Source: an optimization exercise on an open RTL-to-GDS flow (aim: small area, a short achievable clock period and few clock cycles per item). Production flows keep margins and buffers that such runs may drop. In this exercise RTL edits were held to simulation tests only and were not proved equivalent to the original. Power and IR drop assume default switching activity.

## design.v

```verilog
parameter DCT8_N          = 8;
parameter DCT8_IN_W       = 16;
parameter DCT8_COEFF_W    = 16;
parameter DCT8_OUT_W      = 18;
parameter DCT8_FRAC_BITS  = 15;
module dct8_kernel_comb #(
    parameter int N         = 8,
    parameter int IN_W      = 16,    
    parameter int COEFF_W   = 16,    
    parameter int OUT_W     = 16,    
    parameter int FRAC_BITS = 15     
)(
    input  logic signed [IN_W-1:0] x0,
    input  logic signed [IN_W-1:0] x1,
    input  logic signed [IN_W-1:0] x2,
    input  logic signed [IN_W-1:0] x3,
    input  logic signed [IN_W-1:0] x4,
    input  logic signed [IN_W-1:0] x5,
    input  logic signed [IN_W-1:0] x6,
    input  logic signed [IN_W-1:0] x7,
    output logic signed [OUT_W-1:0] X0,
    output logic signed [OUT_W-1:0] X1,
    output logic signed [OUT_W-1:0] X2,
    output logic signed [OUT_W-1:0] X3,
    output logic signed [OUT_W-1:0] X4,
    output logic signed [OUT_W-1:0] X5,
    output logic signed [OUT_W-1:0] X6,
    output logic signed [OUT_W-1:0] X7
);
    logic signed [IN_W-1:0] x   [0:N-1];
    localparam int ACC_W = IN_W + COEFF_W + $clog2(N);
    logic signed [ACC_W-1:0] acc [0:N-1];
    logic signed [OUT_W-1:0] X_int [0:N-1];
    localparam logic [N*N*COEFF_W-1:0] COS_LUT = {
        16'hf384, 16'h238e, 16'hcac9, 16'h3ec5, 16'hc13b, 16'h3537, 16'hdc72, 16'h0c7c,
        16'h187e, 16'hc4df, 16'h3b21, 16'he782, 16'he782, 16'h3b21, 16'hc4df, 16'h187e,
        16'hdc72, 16'h3ec5, 16'hf384, 16'hcac9, 16'h3537, 16'h0c7c, 16'hc13b, 16'h238e,
        16'h2d41, 16'hd2bf, 16'hd2bf, 16'h2d41, 16'h2d41, 16'hd2bf, 16'hd2bf, 16'h2d41,
        16'hcac9, 16'h0c7c, 16'h3ec5, 16'h238e, 16'hdc72, 16'hc13b, 16'hf384, 16'h3537,
        16'h3b21, 16'h187e, 16'he782, 16'hc4df, 16'hc4df, 16'he782, 16'h187e, 16'h3b21,
        16'hc13b, 16'hcac9, 16'hdc72, 16'hf384, 16'h0c7c, 16'h238e, 16'h3537, 16'h3ec5,
        16'h2d41, 16'h2d41, 16'h2d41, 16'h2d41, 16'h2d41, 16'h2d41, 16'h2d41, 16'h2d41
    };
    integer k, n;
    always_comb begin
        x[0] = x0;
        x[1] = x1;
        x[2] = x2;
        x[3] = x3;
        x[4] = x4;
        x[5] = x5;
        x[6] = x6;
        x[7] = x7;
        for (k = 0; k < N; k++) begin
            acc[k] = '0;
        end
        for (k = 0; k < N; k++) begin
            for (n = 0; n < N; n++) begin
                acc[k] += $signed(x[n]) * $signed(COS_LUT[(k*N+n)*COEFF_W +: COEFF_W]);
            end
        end
        for (k = 0; k < N; k++) begin
            X_int[k] = acc[k] >>> FRAC_BITS;
        end
    end
    assign X0 = X_int[0];
    assign X1 = X_int[1];
    assign X2 = X_int[2];
    assign X3 = X_int[3];
    assign X4 = X_int[4];
    assign X5 = X_int[5];
    assign X6 = X_int[6];
    assign X7 = X_int[7];
endmodule
module dct8_block #(
    parameter int N         = 8,
    parameter int IN_W      = 16,
    parameter int COEFF_W   = 16,
    parameter int OUT_W     = 16,
    parameter int FRAC_BITS = 15
)(
    input  logic                         clk,
    input  logic                         rst_n,
    input  logic                         start,
    input  logic signed [IN_W-1:0]       x0,
    input  logic signed [IN_W-1:0]       x1,
    input  logic signed [IN_W-1:0]       x2,
    input  logic signed [IN_W-1:0]       x3,
    input  logic signed [IN_W-1:0]       x4,
    input  logic signed [IN_W-1:0]       x5,
    input  logic signed [IN_W-1:0]       x6,
    input  logic signed [IN_W-1:0]       x7,
    output logic signed [OUT_W-1:0]      X0,
    output logic signed [OUT_W-1:0]      X1,
    output logic signed [OUT_W-1:0]      X2,
    output logic signed [OUT_W-1:0]      X3,
    output logic signed [OUT_W-1:0]      X4,
    output logic signed [OUT_W-1:0]      X5,
    output logic signed [OUT_W-1:0]      X6,
    output logic signed [OUT_W-1:0]      X7,
    output logic                         done
);
    logic signed [IN_W-1:0] x_reg[0:N-1];
    logic signed [OUT_W-1:0] X0_w, X1_w, X2_w, X3_w;
    logic signed [OUT_W-1:0] X4_w, X5_w, X6_w, X7_w;
    dct8_kernel_comb #(
        .N(N),
        .IN_W(IN_W),
        .COEFF_W(COEFF_W),
        .OUT_W(OUT_W),
        .FRAC_BITS(FRAC_BITS)
    ) u_kernel (
        .x0(x_reg[0]),
        .x1(x_reg[1]),
        .x2(x_reg[2]),
        .x3(x_reg[3]),
        .x4(x_reg[4]),
        .x5(x_reg[5]),
        .x6(x_reg[6]),
        .x7(x_reg[7]),
        .X0(X0_w),
        .X1(X1_w),
        .X2(X2_w),
        .X3(X3_w),
        .X4(X4_w),
        .X5(X5_w),
        .X6(X6_w),
        .X7(X7_w)
    );
    always_ff @(posedge clk or negedge rst_n) begin
        if (!rst_n) begin
            x_reg[0] <= '0;
            x_reg[1] <= '0;
            x_reg[2] <= '0;
            x_reg[3] <= '0;
            x_reg[4] <= '0;
            x_reg[5] <= '0;
            x_reg[6] <= '0;
            x_reg[7] <= '0;
            X0      <= '0;
            X1      <= '0;
            X2      <= '0;
            X3      <= '0;
            X4      <= '0;
            X5      <= '0;
            X6      <= '0;
            X7      <= '0;
            done    <= 1'b0;
        end else begin
            done <= 1'b0;
            if (start) begin
                x_reg[0] <= x0;
                x_reg[1] <= x1;
                x_reg[2] <= x2;
                x_reg[3] <= x3;
                x_reg[4] <= x4;
                x_reg[5] <= x5;
                x_reg[6] <= x6;
                x_reg[7] <= x7;
            end
            X0 <= X0_w;
            X1 <= X1_w;
            X2 <= X2_w;
            X3 <= X3_w;
            X4 <= X4_w;
            X5 <= X5_w;
            X6 <= X6_w;
            X7 <= X7_w;
            if (start)
                done <= 1'b1;
        end
    end
endmodule
module dct8_stream #(
    parameter int N         = 8,
    parameter int IN_W      = 16,
    parameter int COEFF_W   = 16,
    parameter int OUT_W     = 16,
    parameter int FRAC_BITS = 15
)(
    input  logic                    clk,
    input  logic                    rst_n,
    input  logic                    din_valid,
    input  logic signed [IN_W-1:0]  din,
    output logic                    din_ready,
    output logic                    dout_valid,
    output logic signed [OUT_W-1:0] dout,
    input  logic                    dout_ready
);
    typedef enum logic [1:0] {
        S_IDLE,
        S_LOAD,
        S_COMPUTE,
        S_OUTPUT
    } state_t;
    state_t state, state_next;
    logic signed [IN_W-1:0] sbuf [0:N-1];
    logic [2:0]             in_idx;
    logic [2:0]             out_idx;
    logic                   start_block;
    logic                   done_block;
    logic signed [OUT_W-1:0] X0, X1, X2, X3, X4, X5, X6, X7;
    dct8_block #(
        .N(N),
        .IN_W(IN_W),
        .COEFF_W(COEFF_W),
        .OUT_W(OUT_W),
        .FRAC_BITS(FRAC_BITS)
    ) u_block (
        .clk (clk),
        .rst_n (rst_n),
        .start (start_block),
        .x0 (sbuf[0]),
        .x1 (sbuf[1]),
        .x2 (sbuf[2]),
        .x3 (sbuf[3]),
        .x4 (sbuf[4]),
        .x5 (sbuf[5]),
        .x6 (sbuf[6]),
        .x7 (din),
        .X0 (X0),
        .X1 (X1),
        .X2 (X2),
        .X3 (X3),
        .X4 (X4),
        .X5 (X5),
        .X6 (X6),
        .X7 (X7),
        .done (done_block)
    );
    always_comb begin
        state_next  = state;
        din_ready   = 1'b0;
        start_block = 1'b0;
        dout_valid  = 1'b0;
        case (state)
            S_IDLE: begin
                din_ready  = 1'b1;
                if (din_valid) begin
                    state_next = S_LOAD;
                end
            end
            S_LOAD: begin
                din_ready = 1'b1;
                if (din_valid) begin
                    if (in_idx == 3'd7) begin
                        state_next  = S_COMPUTE;
                        start_block = 1'b1;
                    end
                end
            end
            S_COMPUTE: begin
                if (done_block) begin
                    state_next = S_OUTPUT;
                end
            end
            S_OUTPUT: begin
                if (dout_ready) begin
                    dout_valid = 1'b1;
                    if (out_idx == 3'd7) begin
                        state_next = S_IDLE;
                    end
                end
            end
            default: state_next = S_IDLE;
        endcase
    end
    always_comb begin
        case (out_idx)
            3'd0: dout = X0;
            3'd1: dout = X1;
            3'd2: dout = X2;
            3'd3: dout = X3;
            3'd4: dout = X4;
            3'd5: dout = X5;
            3'd6: dout = X6;
            3'd7: dout = X7;
            default: dout = '0;
        endcase
    end
    always_ff @(posedge clk or negedge rst_n) begin
        if (!rst_n) begin
            state   <= S_IDLE;
            in_idx  <= 3'd0;
            out_idx <= 3'd0;
            sbuf[0]  <= '0;
            sbuf[1]  <= '0;
            sbuf[2]  <= '0;
            sbuf[3]  <= '0;
            sbuf[4]  <= '0;
            sbuf[5]  <= '0;
            sbuf[6]  <= '0;
            sbuf[7]  <= '0;
        end else begin
            state <= state_next;
            case (state)
                S_IDLE: begin
                    in_idx  <= 3'd0;
                    out_idx <= 3'd0;
                    if (din_valid & din_ready) begin
                        sbuf[0] <= din;
                        in_idx <= 3'd1;
                    end
                end
                S_LOAD: begin
                    if (din_valid & din_ready) begin
                        sbuf[in_idx] <= din;
                        in_idx      <= in_idx + 3'd1;
                    end
                end
                S_COMPUTE: begin
                    out_idx <= 3'd0;
                end
                S_OUTPUT: begin
                    if (dout_ready) begin
                        out_idx <= out_idx + 3'd1;
                    end
                end
            endcase
        end
    end
endmodule
module dct8_top #(
    parameter N         = DCT8_N,
    parameter IN_W      = DCT8_IN_W,
    parameter COEFF_W   = DCT8_COEFF_W,
    parameter OUT_W     = DCT8_OUT_W,
    parameter FRAC_BITS = DCT8_FRAC_BITS
)(
    input  wire                    clk,
    input  wire                    rst_n,
    input  wire                    din_valid,
    input  wire signed [IN_W-1:0]  din,
    output wire                    din_ready,
    output wire                    dout_valid,
    output wire signed [OUT_W-1:0] dout,
    input  wire                    dout_ready
);
    dct8_stream #(
        .N        (N),
        .IN_W     (IN_W),
        .COEFF_W  (COEFF_W),
        .OUT_W    (OUT_W),
        .FRAC_BITS(FRAC_BITS)
    ) u_stream (
        .clk        (clk),
        .rst_n      (rst_n),
        .din_valid  (din_valid),
        .din        (din),
        .din_ready  (din_ready),
        .dout_valid (dout_valid),
        .dout       (dout),
        .dout_ready (dout_ready)
    );
endmodule
```

## run.sh

```bash
#!/bin/bash
# synth_recipe.tcl (not shown) runs the flow's synth.tcl, then flattens the netlist and writes it again
# the make line also repeats each setting of config.mk as NAME=value (left out here)
make -C /OpenROAD-flow-scripts/flow DESIGN_CONFIG=/design/flow/config.mk WORK_HOME=/design/flow/orfs CLKGATE_MAP_FILE= SYNTH_SCRIPT=/design/flow/synth_recipe.tcl finish
```

## config.mk

```make
export PLATFORM = sky130hd
export DESIGN_NAME = dct8_top
export DESIGN_NICKNAME = dct8_top
export VERILOG_FILES = /design/flow/design.v
export SDC_FILE = /design/flow/constraint.sdc
export NUM_CORES = 4
export LEC_CHECK = 0
export CAP_MARGIN = 20
export CORE_MARGIN = 2
export CORE_UTILIZATION = 40
export SLEW_MARGIN = 20
```

## constraint.sdc

```tcl
create_clock -name core_clock -period 14.0 [get_ports {clk}]
set_input_delay 2.8000 -clock core_clock [delete_from_list [all_inputs] [get_ports {clk}]]
set_output_delay 2.8000 -clock core_clock [all_outputs]
set_load 0.01 [all_outputs]
```

==> results.txt <==
-- worst paths after layout --
path                                                   start                            end  slack, ns
min in group asynchronous                              rst_n  u_stream.u_block.x_reg[2][13]       1.79
worst max-delay path            u_stream.u_block.x_reg[0][2]        u_stream.u_block.X4[17]       0.34
worst min register to register           u_stream.sbuf[1][9]   u_stream.u_block.x_reg[1][9]       0.49
worst min-delay path                     u_stream.sbuf[1][9]   u_stream.u_block.x_reg[1][9]       0.49
worst max register to register  u_stream.u_block.x_reg[0][2]        u_stream.u_block.X4[17]       0.34
max in group asynchronous                              rst_n   u_stream.u_block.x_reg[7][9]       9.92
-- synth_stat cells, types with 23 or more instances --
master     instances  area [µm²]
a211oi_1         108         811
o21ai_1           26         130
o21ai_0          702        3510
a211o_1           49         429
ha_1            5418       67800
o21a_1           170        1280
mux2_2           269        3030
nor3_1           297        1490
o31a_1            25         219
or2_2             70         438
nor2_1           796        2990
o2111ai_1         23         201
buf_1             23        86.3
and3_1           128         801
a21boi_0          70         526
o21bai_1         126         946
a21oi_1         1036        5180
inv_1           8598       32300
a31o_2            44         385
nand3_1          290        1450
a2111oi_0         26         228
and2_1            81         507
nand4_1           46         288
nor2b_1          167        1040
mux2i_1           82         821
fa_1            5672      114000
clkbuf_1         118         443
xor2_1           667        5840
xnor2_1         1177       10300
o31ai_1           61         458
nand2b_1         205        1280
a21o_1           417        3130
o211ai_1          59         443
a41oi_1           41         359
or3_1            106         663
o41ai_1           27         236
dfrtp_1          393        9830
a31oi_1          112         701
nand2_1          743        2790
-- worst max-delay path: cells and delay by family (launching register included) --
kind | cells | cell delay [ns]
simple gates | 9 | 2.16
compound gates | 11 | 2.64
fa+ha+maj | 17 | 6.92
flops | 1 | 0.49
buf+inv | 10 | 1.08
xor+xnor | 1 | 0.14
-- stage by stage --
stage	util [%]	TNS (ns)	worst slack [ns]
CTS	43.8	0	0.0612
detailed placement	43.4	0	0.218
floorplan	-	0	1.48
finish	43.9	0	0.337
global placement	43.3	-0.125	-0.0641
global route	43.9	0	0.0573
-- per-layer routing --
metal	part of all wire, %	GRT usage, %	vias to the layer above
met2	40	66.9	11560
li1	-	-	91525
met5	0.049	0	-
met4	12	43.8	78
met1	37	57.3	116448
met3	11	16.5	3311
-- power by group through the flow --
stage	combinational, mW	sequential (mW)	clock [mW]
finish	12.1	1.61	2.31
detailed placement	11.6	1.61	0
CTS	11.7	1.59	2.34
global route	12.5	1.61	2.34
floorplan	5.89	1.48	0
global placement	11.6	1.60	0
-- layout make-up --
| class | count | area share [%] |
|---|---|---|
| diodes | 130 | 0.106 |
| clock buffers | 108 | 0.757 |
| clock inverters | 35 | 0.150 |
| inverters | 8602 | 10.5 |
| multi-input cells | 19693 | 78.6 |
| flip-flops and latches | 393 | 3.23 |
| well taps | 9270 | 3.78 |
| repair buffers | 1094 | 2.80 |
-- kinds of logic after synthesis --
| group | share of synthesized area [%] |
|---|---|
| fa+ha+maj | 64.7 |
| compound gates | 7.72 |
| buf+inv | 11.7 |
| simple gates | 5.21 |
| mux | 1.37 |
| flops | 3.51 |
| xor+xnor | 5.77 |
==> summary.txt <==
Logic synthesis
  • Syn Inst Count: 28829
  • Synth Cell Area: 280000 µm²
  • Sequential element share of the synthesized area: 3.51%
  • Syn_nets: 39939
  • Fraction of registers with async set/reset: 100%
  • Synth warnings: 10
  • Syn avg cell area: 9.72 µm²
  • Main synth FF type: dfrtp_1
  • Number of synthesized flops with an enable pin: 0
  • Synth cell types: 100
  • Synth Register Bits: 393

Die
  • Die W: 841 µm
  • FP Rows: 307
  • Core area: 698000 µm²
  • Full die area: 707000 µm²
  • Initial core utilization: 40.1%
  • Chip Height: 841 µm
  • Ports: 40

Placement
  • Gp weighted congestion: 1.14
  • Hpwl dp: 1540000 µm
  • Placed Area: 303000 µm²
  • I/O Buffers: 39
  • Dpl cells: 39049

Power
  • P_sw: 9.19 mW
  • Cell Int Power: 6.84 mW
  • Leak pwr: 173 nW
  • Sequential power share: 10.0%
  • Total power: 16.0 mW
  • Max rail drop VDD: 0.164 mV
  • Switching share of power: 57.4%
  • Clock share of power: 14.4%
  • Comb power frac: 75.5%
  • PD cells: 52.3 nW/µm²

Global routing
  • Pin count of the biggest net entering global routing: 87
  • Vias in the first global route: 227825
  • Total GRT Usage: 47.7%
  • Initial antenna violation count: 167
  • First-pass GRT wire length: 2190000 µm
  • Total grt overflow: 0

STA
  • Slew HR: 9.27%
  • Least-Margin Pin Slew: 1.35 ns
  • Final setup fails: 0
  • Layout Skew: 0.131 ns
  • Peak Freq: 0.0732 GHz
  • RSZ-0062 raised after global routing: no
  • Period Utilization, post-route: 97.6%
  • Final min period: 13.66 ns
  • Slew Viols, Final: 0
  • Hold Slack: 0.490 ns
  • Fin. Hold Viols: 0

Clock network
  • CTS max path bufs: 4
  • CTS buffer count: 82
  • CTS H-Tree Depth: 3
  • Post-CTS Resized: 0
  • CTS tree: done
  • Clock Root Buffer: clkbuf_16
  • Number of hold buffers added after cts: 0
  • CTS clk-pin slew, worst paths: 0.06 ns
  • Clock latency (worst-skew pair): 1.00 ns
  • Setup bufs post-CTS: 0
  • CTS sink cnt: 393

Layout
  • Multi-input logic area: 241000 µm²
  • Design Area, Final: 307000 µm²
  • Number of flip-flops in the largest register: 128
  • Nets: 40976
  • Layout cells sized above 1: 7.07%
  • Register area: 9890 µm²
  • Fill cell count: 68774
  • Commonest non-fill, non-tap cell in the layout: inv_1
  • Most frequent cells in the layout: inv_1 (8588), fa_1 (5671), ha_1 (5417)
  • Non-filler instance count after layout: 39325
  • Layout area overhead: 9.38%

Drt
  • Starting DRT DRC Count: 23970
  • Total wire length: 1690000 µm
  • Drt pass-1 iters: 7
  • WL/cell: 43.1 µm
  • Drt drc: 0
  • Via count: 222922
  • Detail Route Antenna Nets: 0
  • Vias per Instance: 5.67

Run
  • Max cap viols: 0

Critical path
  • Type of element launching the critical path: flip-flop
  • WP data arrival: 14.46 ns
  • Worst path max stage delay: 1.04 ns
  • CP max stage cell: nor2_2
  • Worst EP required: 14.80 ns
  • Worst reg2reg path depth: 48
  • Critical path class: reg2reg
  • Crit. End Element: flip-flop
  • Cell mode on critical path: fa_1
  • CP max FO: 6

Status
  • Outcome: timing/DRC/antenna clean

Min path
  • Hold depth: 1
  • Hold Crit Class: reg2reg
Testbench counts, summed over its fixed seeds: cycles 13,056, items 768.

-- re-timing with driven ports --
The results above use ideal ports. As a check the final layout listed here was re-extracted and re-timed, cells and wires unchanged. Step 1 (the two cells are an assumption about what drives the block):
set clk [get_ports {clk}]
set_driving_cell -lib_cell sky130_fd_sc_hd__clkbuf_16 $clk
set_driving_cell -lib_cell sky130_fd_sc_hd__buf_2 [delete_from_list [all_inputs] $clk]
Step 2 also shifts input and output timing later by t, the mid clock arrival at the registers, as if the neighbouring blocks saw the same clock. Slacks: ideal ports / drivers / drivers and shift; pairs: ideal ports / drivers.
shift t [ns]: 1.065
setup WS [ns]: 0.337 / 0.337 / 0.337
worst setup path after step 2: register to register
After both steps this run still meets setup and hold. The setup slack of this run moves by 0.000 ns with the drivers and by 0.000 ns with both steps.
